This design comes from an exercise in tuning for small area on the open sky130 flow, not from production work.
Function was checked by simulation only, so behaviour that the tests miss may differ from the original.
No driver is modelled on the clock port, so clocking that relies on it looks cheaper here than on a real chip.
Power and IR drop assume default switching activity.

==> v1 <==
==> flow/design.v <==
module rs_alu(
	input clk,
	input rst,
	output [31:0] PC_out,
	output [3:0] rob_id_out,
	output [16:0] EX_ctrl_out,
	output [5:0] p_rs_out,
	output [5:0] p_rt_out,
	output [15:0] imm_bits_out,
	output [5:0] p_rd_out,
	output stl_dec_rs_alu_full,
	input [3:0] num_rob_entry,
	input [31:0] PC_in,
	input [16:0] EX_ctrl_in,
	input [5:0] p_rs_in,
	input [5:0] p_rt_in,
	input p_rs_rdy_in,
	input p_rt_rdy_in,
	input rs_read,
	input rt_read,
	input [15:0] imm_bits_in,
	input [5:0] p_rd_new,
	input alloc_RS_en,
	input stall_issue,
	output wire issue_en,
	input recover,
	input [3:0] rec_rob_entry,
	input stall_hazard,
	input bus_en,
	input [5:0] tag
);
	localparam W = 71;
	reg [7:0] valid;
	reg [7:0] rs_rdy;
	reg [7:0] rt_rdy;
	reg [3:0] rob_id [0:7];
	reg [5:0] prf_rs [0:7];
	reg [5:0] prf_rt [0:7];
	reg [W-1:0] payload [0:7];  
	reg [7:0] age [0:7];
	reg [7:0] alloc_sel;
	always @(*) begin
		alloc_sel = 8'd0;
		for (integer i = 7; i >= 0; i = i - 1)
			if (!valid[i]) alloc_sel = 8'd1 << i;
	end
	wire [7:0] alloc_we = alloc_RS_en ? alloc_sel : 8'd0;
	function automatic older(input integer j, input integer k);
		older = (j < k) ? age[j][k] : ~age[k][j];
	endfunction
	wire [7:0] req = valid & rs_rdy & rt_rdy;
	reg [7:0] grant;
	always @(*) begin
		for (integer i = 0; i < 8; i = i + 1) begin
			grant[i] = req[i];
			for (integer j = 0; j < 8; j = j + 1)
				if (j != i && req[j] && older(j, i)) grant[i] = 1'b0;
		end
	end
	wire no_issue = recover | stall_hazard | stall_issue;
	assign issue_en = ~no_issue & (|req);
	wire [7:0] issue_clr = no_issue ? 8'd0 : grant;
	reg [7:0] flush_clr;
	always @(*) begin
		for (integer i = 0; i < 8; i = i + 1)
			flush_clr[i] = recover && valid[i] && (rob_id[i] == rec_rob_entry);
	end
	always @(posedge clk or negedge rst) begin
		if (~rst) valid <= 8'd0;
		else valid <= (valid & ~issue_clr & ~flush_clr) | alloc_we;
	end
	wire rs_rdy_new = p_rs_rdy_in | ~rs_read | (bus_en && tag == p_rs_in);
	wire rt_rdy_new = p_rt_rdy_in | ~rt_read | (bus_en && tag == p_rt_in);
	always @(posedge clk) begin
		for (integer i = 0; i < 8; i = i + 1) begin
			if (alloc_we[i]) begin
				rs_rdy[i] <= rs_rdy_new;
				rt_rdy[i] <= rt_rdy_new;
				rob_id[i] <= num_rob_entry;
				prf_rs[i] <= p_rs_in;
				prf_rt[i] <= p_rt_in;
				payload[i] <= {PC_in, EX_ctrl_in, imm_bits_in, p_rd_new};
			end else begin
				if (bus_en && tag == prf_rs[i]) rs_rdy[i] <= 1'b1;
				if (bus_en && tag == prf_rt[i]) rt_rdy[i] <= 1'b1;
			end
			for (integer k = i + 1; k < 8; k = k + 1) begin
				if (alloc_we[k]) age[i][k] <= 1'b1;
				else if (alloc_we[i]) age[i][k] <= 1'b0;
			end
		end
	end
	reg [2:0] gidx;
	always @(*) begin
		gidx = 3'd0;
		for (integer i = 7; i >= 0; i = i - 1)
			if (grant[i]) gidx = i;
	end
	wire [7:0] sel = 8'd1 << gidx;
	reg [W-1:0] pl_out;
	reg [3:0] rob_out;
	reg [5:0] rs_out, rt_out;
	always @(*) begin
		pl_out = {W{1'b0}};
		rob_out = 4'd0;
		rs_out = 6'd0;
		rt_out = 6'd0;
		for (integer i = 0; i < 8; i = i + 1) begin
			pl_out = pl_out | ({W{sel[i]}} & payload[i]);
			rob_out = rob_out | ({4{sel[i]}} & rob_id[i]);
			rs_out = rs_out | ({6{sel[i]}} & prf_rs[i]);
			rt_out = rt_out | ({6{sel[i]}} & prf_rt[i]);
		end
	end
	assign {PC_out, EX_ctrl_out, imm_bits_out, p_rd_out} = pl_out;
	assign rob_id_out = rob_out;
	assign p_rs_out = rs_out;
	assign p_rt_out = rt_out;
	assign stl_dec_rs_alu_full = &valid;
endmodule
==> flow/flow/run.sh <==
#!/bin/bash
# The standard layout (standard.sh) with these changes:
#  - synthesis maps logic with an area-oriented ABC script (flow/synth_area.tcl,
#    flow/area.abc); registers are mapped exactly as in the standard synthesis;
#  - port buffers use the smallest buffer cell;
#  - CTS uses clkbuf_8 with sink clusters of up to 16 and no dummy loads;
#  - after CTS, gates off the critical paths are downsized (flow/post_cts.tcl).
# The full make output goes to flow.log in this folder; ORFS's per-step logs are
# under orfs/logs/.
set -euo pipefail
HERE=$(pwd)
CTS="-sink_clustering_enable -repair_clock_nets -dont_use_dummy_load -buf_list sky130_fd_sc_hd__clkbuf_8 -sink_clustering_size 16 -sink_clustering_max_diameter 100"
export MY_ABC_SCRIPT="$HERE/flow/area.abc"
bash standard.sh \
  "SYNTH_SCRIPT=$HERE/flow/synth_area.tcl" \
  "BUFFER_PORTS_ARGS=-buffer_cell sky130_fd_sc_hd__buf_1" \
  "CTS_ARGS=$CTS" \
  "POST_CTS_TCL=$HERE/flow/post_cts.tcl" \
  finish > flow.log 2>&1
==> flow/flow/area.abc <==
strash
dc2
dch -f
amap -m
==> flow/flow/post_cts.tcl <==
# After CTS: downsize gates off the critical paths, then repair any slew or
# capacitance limit that the downsizing broke, and legalize the placement.
estimate_parasitics -placement
repair_timing -recover_power 100 -verbose
repair_design -slew_margin 10 -cap_margin 10 -verbose
detailed_placement
check_placement -verbose
estimate_parasitics -placement
report_design_area
==> flow/flow/synth_area.tcl <==
# The standard synthesis script (synth_recipe.tcl), with one change: Yosys's abc
# step maps the logic with the area-oriented ABC script named by MY_ABC_SCRIPT.
# Flip-flop mapping (dfflibmap) runs before abc and is untouched, so the registers,
# their names and their cell types are the standard synthesis's.
proc synth {args} { yosys synth -nofsm -noshare {*}$args }
proc abc {args} {
  set i [lsearch -exact $args -script]
  if {$i >= 0 && [info exists ::env(MY_ABC_SCRIPT)]} { lset args [expr {$i + 1}] $::env(MY_ABC_SCRIPT) }
  yosys abc {*}$args
}
source $::env(SCRIPTS_DIR)/synth.tcl
# left out here: clear keep_hierarchy, flatten, clean up, hide names made inside functions, write 1_2_yosys.v
==> flow/standard.sh <==
#!/bin/bash
# synth_recipe.tcl (not shown) runs the flow's synth.tcl, then flattens the netlist and writes it again
# the make line also repeats each setting of config.mk as NAME=value (left out here)
make -C /OpenROAD-flow-scripts/flow DESIGN_CONFIG=/design/flow/config.mk WORK_HOME=/design/flow/orfs CLKGATE_MAP_FILE= SYNTH_SCRIPT=/design/flow/synth_recipe.tcl "${@:-finish}"
==> flow/config.mk <==
export PLATFORM = sky130hd
export DESIGN_NAME = rs_alu
export DESIGN_NICKNAME = rs_alu
export VERILOG_FILES = /design/flow/design.v
export SDC_FILE = /design/flow/constraint.sdc
export NUM_CORES = 4
export LEC_CHECK = 0
export CAP_MARGIN = 10
export CORE_MARGIN = 2
export CORE_UTILIZATION = 45
export SLEW_MARGIN = 10
==> flow/constraint.sdc <==
create_clock -name core_clock -period 8.0 [get_ports {clk}]
set_input_delay 1.6000 -clock core_clock [delete_from_list [all_inputs] [get_ports {clk}]]
set_output_delay 1.6000 -clock core_clock [all_outputs]
set_load 0.01 [all_outputs]
==> inputs of v3, as changes to v1 <==
--- a/flow/design.v
+++ b/flow/design.v
@@ -31,3 +31,3 @@
 );
-	localparam W = 71;
+	localparam W = 87;
 	reg [7:0] valid;
--- a/flow/flow/run.sh
+++ b/flow/flow/run.sh
@@ -5,4 +5,3 @@
 #  - port buffers use the smallest buffer cell;
-#  - CTS uses clkbuf_8 with sink clusters of up to 16 and no dummy loads;
-#  - after CTS, gates off the critical paths are downsized (flow/post_cts.tcl).
+#  - CTS uses clkbuf_8 with sink clusters of up to 16 and no dummy loads.
 # The full make output goes to flow.log in this folder; ORFS's per-step logs are
@@ -17,3 +16,2 @@
   "CTS_ARGS=$CTS" \
-  "POST_CTS_TCL=$HERE/flow/post_cts.tcl" \
   finish > flow.log 2>&1
removed: flow/flow/post_cts.tcl
==> comparison table <==
Status: v3 complete, no violations; v1 complete, no violations
Combinational cell power: v3 3.37 mW; v1 3.44 mW
Sequential group power: v3 5.02 mW; v1 5.01 mW
PwrDens: v3 331.1 nW/um^2; v1 329.7 nW/um^2
Routed via count: v3 17317; v1 17310
Final standard cell area without fillers: v3 30490 um^2; v1 30780 um^2
Crit share post-route: v3 78.31%; v1 79.52%
Switching power of the nets: v3 3.722 mW; v1 3.725 mW
Part of the power in combinational logic: v3 33.4%; v1 33.9%
Worst skew pair latency: v3 0.68 ns; v1 0.67 ns
Detailed route wirelength on metal2: v3 35.41 mm; v1 35.37 mm
Maximum fanout encountered on the critical timing path: v3 59; v1 67
Seq area share: v3 72.61%; v1 71.93%
Switching share of power: v3 36.86%; v1 36.71%
Final worst clock skew: v3 0.02245 ns; v1 0.02704 ns
Layout non-clock buf frac: v3 3.274%; v1 4.276%
First-pass GRT wire length: v3 111.9 mm; v1 112.4 mm
Critical Path Start: v3 valid[0]; v1 valid[4]
Mean routed wirelength per cell: v3 28.64 um; v1 28.56 um
Share of cell area taken by multi-input logic gates: v3 17.55%; v1 17.28%
Reg power frac: v3 49.7%; v1 49.3%
Part of the total power dissipated in the clock network: v3 16.9%; v1 16.8%
Utilization after layout: v3 50.43%; v1 50.90%
End of the worst register-to-register path: v3 payload[6][22]; v1 valid[2]
Int Pwr: v3 6.376 mW; v1 6.423 mW
Synthesis-to-layout area growth: v3 10.39%; v1 11.42%
Maximum vdd ir drop: v3 0.0003226 V; v1 0.0003130 V

## afterwards: timing with drivers on the ports
In the flow no input, the clock included, has a driving cell. The finished layouts below were timed again as built, in two steps.
Step 1: set_driving_cell puts a clkbuf_16 on clk and a buf_2 on each other input, an assumption about the parent block.
Step 2 times the ports against the registers' clock, not the clock port: input delays grow and output delays shrink by t, the midpoint of the rising clock arrivals with the driver on.
Three values: ideal ports, drivers, drivers and shift; two values: the first two.
| run | shift t [ns] | setup slack, ns | worst setup path at the end | slew at the worst register clock pin (ns) | worst data-port slew with drivers (ns) |
|---|---|---|---|---|---|
| v1 | 0.711 | 1.638 / 1.587 / 2.298 | register to output | 0.12 / 0.12 | 0.10 |
| v3 | 0.714 | 1.735 / 1.681 / 2.395 | register to output | 0.11 / 0.11 | 0.10 |
After both steps every run listed still meets setup and hold.
